This design comes from an exercise in tuning for small area on the open sky130 flow, not from production work. In this exercise RTL edits were held to simulation tests only and were not proved equivalent to the original. Power and IR drop assume default switching activity.

==> wip/ember <==
## sah
module sah(
  input  CLK, BTN_R, BTN_RST, BTN_L, BTN_SR, ROT_BT, reset, SW3,
  output VGA_H, VGA_V, VGA_R, VGA_G, VGA_B
);
  reg ph;
  wire ce = ~ph;
  always @(posedge CLK) begin
    if (reset) ph <= 1'b0;
    else       ph <= ~ph;
  end
  reg [3:0] hc; reg [5:0] hf;
  reg [3:0] vr; reg [5:0] vg;
  wire hf_last = (hf == 6'd49);
  wire hwrap   = (hc == 4'd13) && (hf == 6'd29);    
  wire vwrap   = (vr == 4'd10) && (vg == 6'd24);    
  always @(posedge CLK) begin
    if (reset) begin
      hc <= 4'd13; hf <= 6'd30;    
      vr <= 4'd9;  vg <= 6'd35;    
    end else if (ph) begin
      if (hf_last) begin hf <= 6'd0; hc <= hc + 4'd1; end
      else hf <= hf + 6'd1;
      if (hwrap) begin
        if (vwrap) begin vr <= 4'd0; vg <= 6'd0; end
        else if (vg == 6'd49) begin vg <= 6'd0; vr <= vr + 4'd1; end
        else vg <= vg + 6'd1;
      end
    end
  end
  wire p25 = (hf == 6'd4) || (hf == 6'd29);         
  ...
Settings: LEC_CHECK=0, ABC_AREA=1, CAP_MARGIN=20, CORE_MARGIN=2, CORE_UTILIZATION=40, SLEW_MARGIN=20; clock period 10.0 ns.
run.sh (not shown) runs the stock make flow with config.mk's settings and CLKGATE_MAP_FILE= SYNTH_SCRIPT=/design/flow/synth_recipe.tcl, a recipe that flattens the netlist after the stock synthesis.
==> inputs of wip/zinc, as changes to wip/ember <==
- CTS_BUF_LIST: unset -> sky130_fd_sc_hd__clkbuf_4
- CTS_CLUSTER_DIAMETER: unset -> 40
- CTS_CLUSTER_SIZE: unset -> 10
==> inputs of wip/quartz, as changes to wip/ember <==
--- a/flow/design.v
+++ b/flow/design.v
@@ -183,56 +183,27 @@
       end
       if ((run_w && yw_max) || (run_b && yb_max)) begin
         run_w <= 1'b0; run_b <= 1'b0; game_over <= 1'b1;
       end
     end
   end
-  reg Lv, Lt; reg [4:0] Lm;
   wire [5:0] tile = {vr[2:0], hc[2:0]};
-  wire       u_v = (tile[5] == tile[4]);
-  wire [4:0] u   = {~tile[5], ~tile[3], tile[2:0]};
-  wire       sel_lt_m = (sel < Lm);
+  wire       pv_a = any && (mn != sel);
+  wire       pv_b = (cur == {vr[2:0], txn});
+  wire       Dv   = pend ? (pv_a | pv_b) : any;
+  wire [4:0] Dm   = (pend && !(pv_a && (!pv_b || mn < sel))) ? sel : mn;
+  reg Lv; reg [4:0] Lm;
   always @(posedge CLK) begin
     if (reset) begin
-      Lv <= 1'b0; Lt <= 1'b0; Lm <= 5'd0;
+      Lv <= 1'b0; Lm <= 5'd0;
     end else if (ph) begin
-      if (pend) begin
-        begin : PEND
-          reg av, bv;
-          av = any && (mn != sel);
-          bv = (cur == {vr[2:0], txn});
-          Lv <= av | bv;
-          Lt <= av & bv;
-          Lm <= (av && (!bv || mn < sel)) ? mn : sel;
-        end
-      end else begin
-        Lv <= any;
-        Lm <= mn;
-        Lt <= any && (mn != mx);
-      end
-    end else if (SW3) begin
-      begin : SW3L
-        reg av, bv;
-        av = u_v && !(pickcap && u == mx) && !(placecap && u == sel);
-        bv = placecap && (cur == tile);
-        Lv <= av | bv;
-        Lt <= av & bv;
-        Lm <= (av && (!bv || u < sel)) ? u : sel;
-      end
-    end else if (tile == cur) begin
-      if (pick) begin
-        Lv <= Lt; Lt <= 1'b0;
-      end else if (place) begin
-        Lv <= 1'b1; Lt <= 1'b0; Lm <= sel;
-      end else if (capture) begin
-        Lv <= 1'b1;
-        if (Lt) begin Lm <= sel_lt_m ? sel : Lm; end
-        else Lm <= sel;
-      end
+      Lv <= Dv; Lm <= Dm;
     end
   end
+  wire       Cv = ph ? Dv : Lv;
+  wire [4:0] Cm = ph ? Dm : Lm;
   function pawn_pixel;   input [5:0] x,y; begin
     pawn_pixel = 1'b0;
     if (y>=10 && y<=12 && x>=20 && x<=30) pawn_pixel = 1'b1;
     else if (y>=13 && y<=18 && x>=22 && x<=28) pawn_pixel = 1'b1;
     else if (y>=19 && y<=20 && x>=23 && x<=27) pawn_pixel = 1'b1;
     else if (y>=21 && y<=24 && x>=20 && x<=30) pawn_pixel = 1'b1;
@@ -307,14 +278,14 @@
   wire fr_b3 = ((vr == 4'd10 && vg >= 6'd15) || (vr == 4'd0 && vg == 6'd0)) && hin;
   wire fr_b4 = (vr == 4'd8 && vg <= 6'd10) && hin;
   wire fr_vg = ((hf == 6'd49 && hc < 4'd7) || (hf == 6'd0 && hc >= 4'd1 && hc <= 4'd7)) && vin;
   wire fr_hg = ((vg == 6'd49 && vr < 4'd7) || (vg == 6'd0 && vr >= 4'd1 && vr <= 4'd7)) &&
                (~hc[3] || (hc == 4'd8 && hf == 6'd0));
   wire frame = fr_b1 | fr_b2 | fr_b3 | fr_b4 | fr_vg | fr_hg;
-  wire pc_on  = inb && Lv && piece_on(Lm, hf, vg);
-  wire pc_wh  = ~Lm[4];
+  wire pc_on  = inb && Cv && piece_on(Cm, hf, vg);
+  wire pc_wh  = ~Cm[4];
   wire ln_y   = (vr == {1'b0, ywr}) && (vg == ywg) &&
                 ((hc == 4'd14 && hf >= 6'd40) || (hc == 4'd15 && hf <= 6'd30));
   wire ln_r   = (vr == {1'b0, ybr}) && (vg == ybg) &&
                 ((hc == 4'd8 && hf >= 6'd20) || (hc == 4'd9 && hf <= 6'd10));
   wire hl     = inb && (tile == cur) &&
                 (hf < 6'd2 || hf > 6'd47 || vg < 6'd2 || vg > 6'd47);
==> flow/flow/run.sh (new file) <==
#!/bin/bash
set -e
export CTS_ARGS="-sink_clustering_enable -repair_clock_nets -dont_use_dummy_load -buf_list sky130_fd_sc_hd__clkbuf_8 -sink_clustering_size 15 -sink_clustering_max_diameter 50"
bash standard.sh > standard.log 2>&1
==> flow/standard.sh (new file) <==
#!/bin/bash
# synth_recipe.tcl (not shown) runs the flow's synth.tcl, then flattens the netlist and writes it again
# the make line also repeats each setting of config.mk as NAME=value (left out here)
make -C /OpenROAD-flow-scripts/flow DESIGN_CONFIG=/design/flow/config.mk WORK_HOME=/design/flow/orfs CLKGATE_MAP_FILE= SYNTH_SCRIPT=/design/flow/synth_recipe.tcl "${@:-finish}"
- CAP_MARGIN: 20 -> 0
- CTS_BUF_LIST: unset -> sky130_fd_sc_hd__clkbuf_8
- CTS_CLUSTER_DIAMETER: unset -> 50
- CTS_CLUSTER_SIZE: unset -> 15
- SLEW_MARGIN: 20 -> 0
removed: flow/run.sh
==> inputs of wip/violet, as changes to wip/ember <==
- ABC_AREA: 1 -> unset
==> summary of the runs <==
wip/zinc finished with timing, DRC and antenna clean. wip/ember ran to the end with no violations. wip/violet produced a clean layout. wip/quartz passed the timing, design-rule and antenna checks. Of wip/quartz and wip/zinc, wip/zinc has the higher combinational power (gap 15%, measured against wip/zinc). Routed wire length: wip/violet is higher than wip/quartz (20%). Power, highest first: wip/violet, wip/ember, wip/zinc, wip/quartz. Worst hold slack: wip/zinc > wip/violet > wip/ember > wip/quartz. Flip-flop and latch count is the same in wip/zinc and wip/violet. Of wip/ember and wip/quartz, wip/ember has the higher synthesized cell count (gap about 4%, measured against wip/quartz). Maximum frequency: wip/violet < wip/quartz < wip/ember < wip/zinc. In wip/violet the critical path depth is lower than in wip/quartz, by 26. Die area: wip/zinc is larger than wip/quartz (about 3.4%). Against wip/ember, the synthesized area of wip/quartz is lower by about 3.4%.
==> figures <==
| metric | wip/zinc | wip/quartz | wip/ember | wip/violet |
|---|---|---|---|---|
| Maximum single-stage delay on the critical path | 0.73 ns | 0.77 ns | 0.74 ns | 0.80 ns |
| Main power-consuming group | registers | registers | clock | clock |
| Final period util | 62.7% | 69.4% | 62.7% | 73.1% |
| Power consumed by the clock network | 1.06 mW | 816 uW | 1.43 mW | 1.52 mW |
| Leakage dissipation | 8.97 nW | 8.20 nW | 9.14 nW | 7.41 nW |
| Final hold slack | 0.471 ns | 0.453 ns | 0.466 ns | 0.469 ns |
| Routability-driven placement congestion ratio | 0.990 | 0.981 | 0.990 | 0.934 |
| Clock network fraction of design power | 38.3% | 33.3% | 45.5% | 47.6% |
| Wire length on met3 | 3.57 mm | 3.01 mm | 3.36 mm | 4.53 mm |
| Combined area of the multi-input logic cells | 11100 um^2 | 10500 um^2 | 11100 um^2 | 12500 um^2 |
| Area share of the leading cell type in the synthesized netlist | 32.6% | 33.6% | 32.6% | 31.6% |
| Area taken by flip-flops and latches | 6460 um^2 | 6440 um^2 | 6460 um^2 | 6460 um^2 |
| Die area | 50100 um^2 | 48500 um^2 | 50100 um^2 | 51800 um^2 |
| Arrival time at the worst endpoint | 6.95 ns | 7.44 ns | 6.73 ns | 7.76 ns |
| Worst Reg2Reg Path Length in Cells | 50 | 48 | 50 | 22 |
| Average wire per standard cell | 19.2 um | 18.1 um | 19.5 um | 22.0 um |
| Finished Core Util | 43.3% | 42.3% | 44.1% | 44.2% |
| Crit-path slowest cell | nand2_1 | dfxtp_1 | nand2_1 | and2_1 |
| Result of the run | complete, no violations | complete, no violations | complete, no violations | complete, no violations |
| Routed vias/inst | 5.64 | 5.57 | 5.67 | 6.15 |
| Net switching share of the total power | 30.4% | 29.2% | 27.8% | 26.9% |

* * *

==> job 8136: inputs <==
Another version of the RTL of sah (not shown whole).
export LEC_CHECK = 0
export ABC_AREA = 1
export CAP_MARGIN = 0
export CORE_MARGIN = 2
export CORE_UTILIZATION = 40
export CTS_BUF_LIST = sky130_fd_sc_hd__clkbuf_8
export CTS_CLUSTER_DIAMETER = 50
export CTS_CLUSTER_SIZE = 15
export SLEW_MARGIN = 0
create_clock -name core_clock -period 10.0 [get_ports {CLK}]
standard.sh (not shown) runs the stock make flow with config.mk's settings and CLKGATE_MAP_FILE= SYNTH_SCRIPT=/design/flow/synth_recipe.tcl, a recipe that flattens the netlist after the stock synthesis.
==> flow/flow/run.sh <==
#!/bin/bash
set -e
export CTS_ARGS='-sink_clustering_enable -repair_clock_nets -dont_use_dummy_load -buf_list {sky130_fd_sc_hd__clkbuf_8 sky130_fd_sc_hd__clkbuf_16} -sink_clustering_size 30 -sink_clustering_max_diameter 80'
bash standard.sh > standard.log 2>&1
==> job 1939: changes against job 8136 <==
==> flow/flow/run.sh (replaced) <==
#!/bin/bash
# The standard layout (standard.sh) with two changes:
#  1. the synthesis maps the logic with a stronger ABC area script (flow/abc_area.script:
#     deepsyn, then repeated dch / map -a). ABC runs without -dff, as in the standard
#     synthesis, so the registers are those of the standard synthesis.
#  2. clock tree synthesis without dummy load cells, with clkbuf_8 buffers.
# Each tool's output is in standard.log and orfs/logs/.
set -euo pipefail
here=$(pwd)
rm -rf "$here/scripts_mod"
cp -r "$FLOW_HOME/scripts" "$here/scripts_mod"
cp "$here/flow/abc_area.script" "$here/scripts_mod/abc_area.script"
export SCRIPTS_DIR="$here/scripts_mod"
export CTS_ARGS="-sink_clustering_enable -repair_clock_nets -dont_use_dummy_load -buf_list sky130_fd_sc_hd__clkbuf_8 -sink_clustering_size 20 -sink_clustering_max_diameter 60"
bash standard.sh > standard.log 2>&1
==> flow/flow/abc_area.script (new file) <==
strash
&get -n
&deepsyn -T 240
&put
dch -f
map -a
strash
dc2
dch -f
map -a
strash
dc2
dch -f
map -a
topo
stime -c
buffer -c
upsize -c
dnsize -c
--- a/flow/config.mk
+++ b/flow/config.mk
@@ -11,5 +11,5 @@
 export CORE_UTILIZATION = 40
 export CTS_BUF_LIST = sky130_fd_sc_hd__clkbuf_8
-export CTS_CLUSTER_DIAMETER = 50
-export CTS_CLUSTER_SIZE = 15
+export CTS_CLUSTER_DIAMETER = 60
+export CTS_CLUSTER_SIZE = 20
 export SLEW_MARGIN = 0
==> comparison <==
Cell count: job 8136 is higher than job 1939 (18%).
In sequential power, job 1939 and job 8136 hardly differ.
In job 1939 the first-iteration DRC count is smaller than in job 8136, by 6.1%.
Against job 1939, the register-to-register slack of job 8136 is higher by 0.33 ns.
Of job 8136 and job 1939, job 8136 has the higher clock skew (gap 0.022 ns).

afterwards: timing with drivers on the ports:
The flow's constraints put no driver on any port. The routed layouts listed below were extracted and timed again, unchanged, in two steps. Step 1 (the two cells are an assumption about what drives the block):
set clk [get_ports {CLK}]
set_driving_cell -lib_cell sky130_fd_sc_hd__clkbuf_16 $clk
set_driving_cell -lib_cell sky130_fd_sc_hd__buf_2 [delete_from_list [all_inputs] $clk]
Step 2 also shifts input and output timing later by t, the mid clock arrival at the registers, as if the neighbouring blocks saw the same clock. Three values: ideal ports, drivers, drivers and shift; two values: the first two.
run	shift t [ns]	slack for setup (ns)	hold WS [ns]	worst setup path after step 2	latest minus earliest clock arrival (ns)
wip/ember	0.616	3.728 / 3.728 / 3.728	0.466 / 0.466 / 0.466	register to register	0.020 / 0.020
wip/zinc	0.844	3.730 / 3.730 / 3.730	0.471 / 0.471 / 0.471	register to register	0.067 / 0.066
wip/quartz	0.654	3.059 / 3.059 / 3.059	0.453 / 0.453 / 0.453	register to register	0.080 / 0.080
wip/violet	0.631	2.691 / 2.691 / 2.691	0.469 / 0.469 / 0.469	register to register	0.035 / 0.036
job 8136	0.577	4.136 / 4.166 / 3.589	0.276 / 0.276 / 0.276	input to register	0.108 / 0.108
job 1939	0.659	3.604 / 3.619 / 2.960	0.284 / 0.284 / 0.284	input to register	0.092 / 0.092
After both steps setup and hold are still met in every run listed. For job 1939, which loses most, drivers alone change the setup slack by +0.015 ns; drivers and shift together by -0.644 ns.
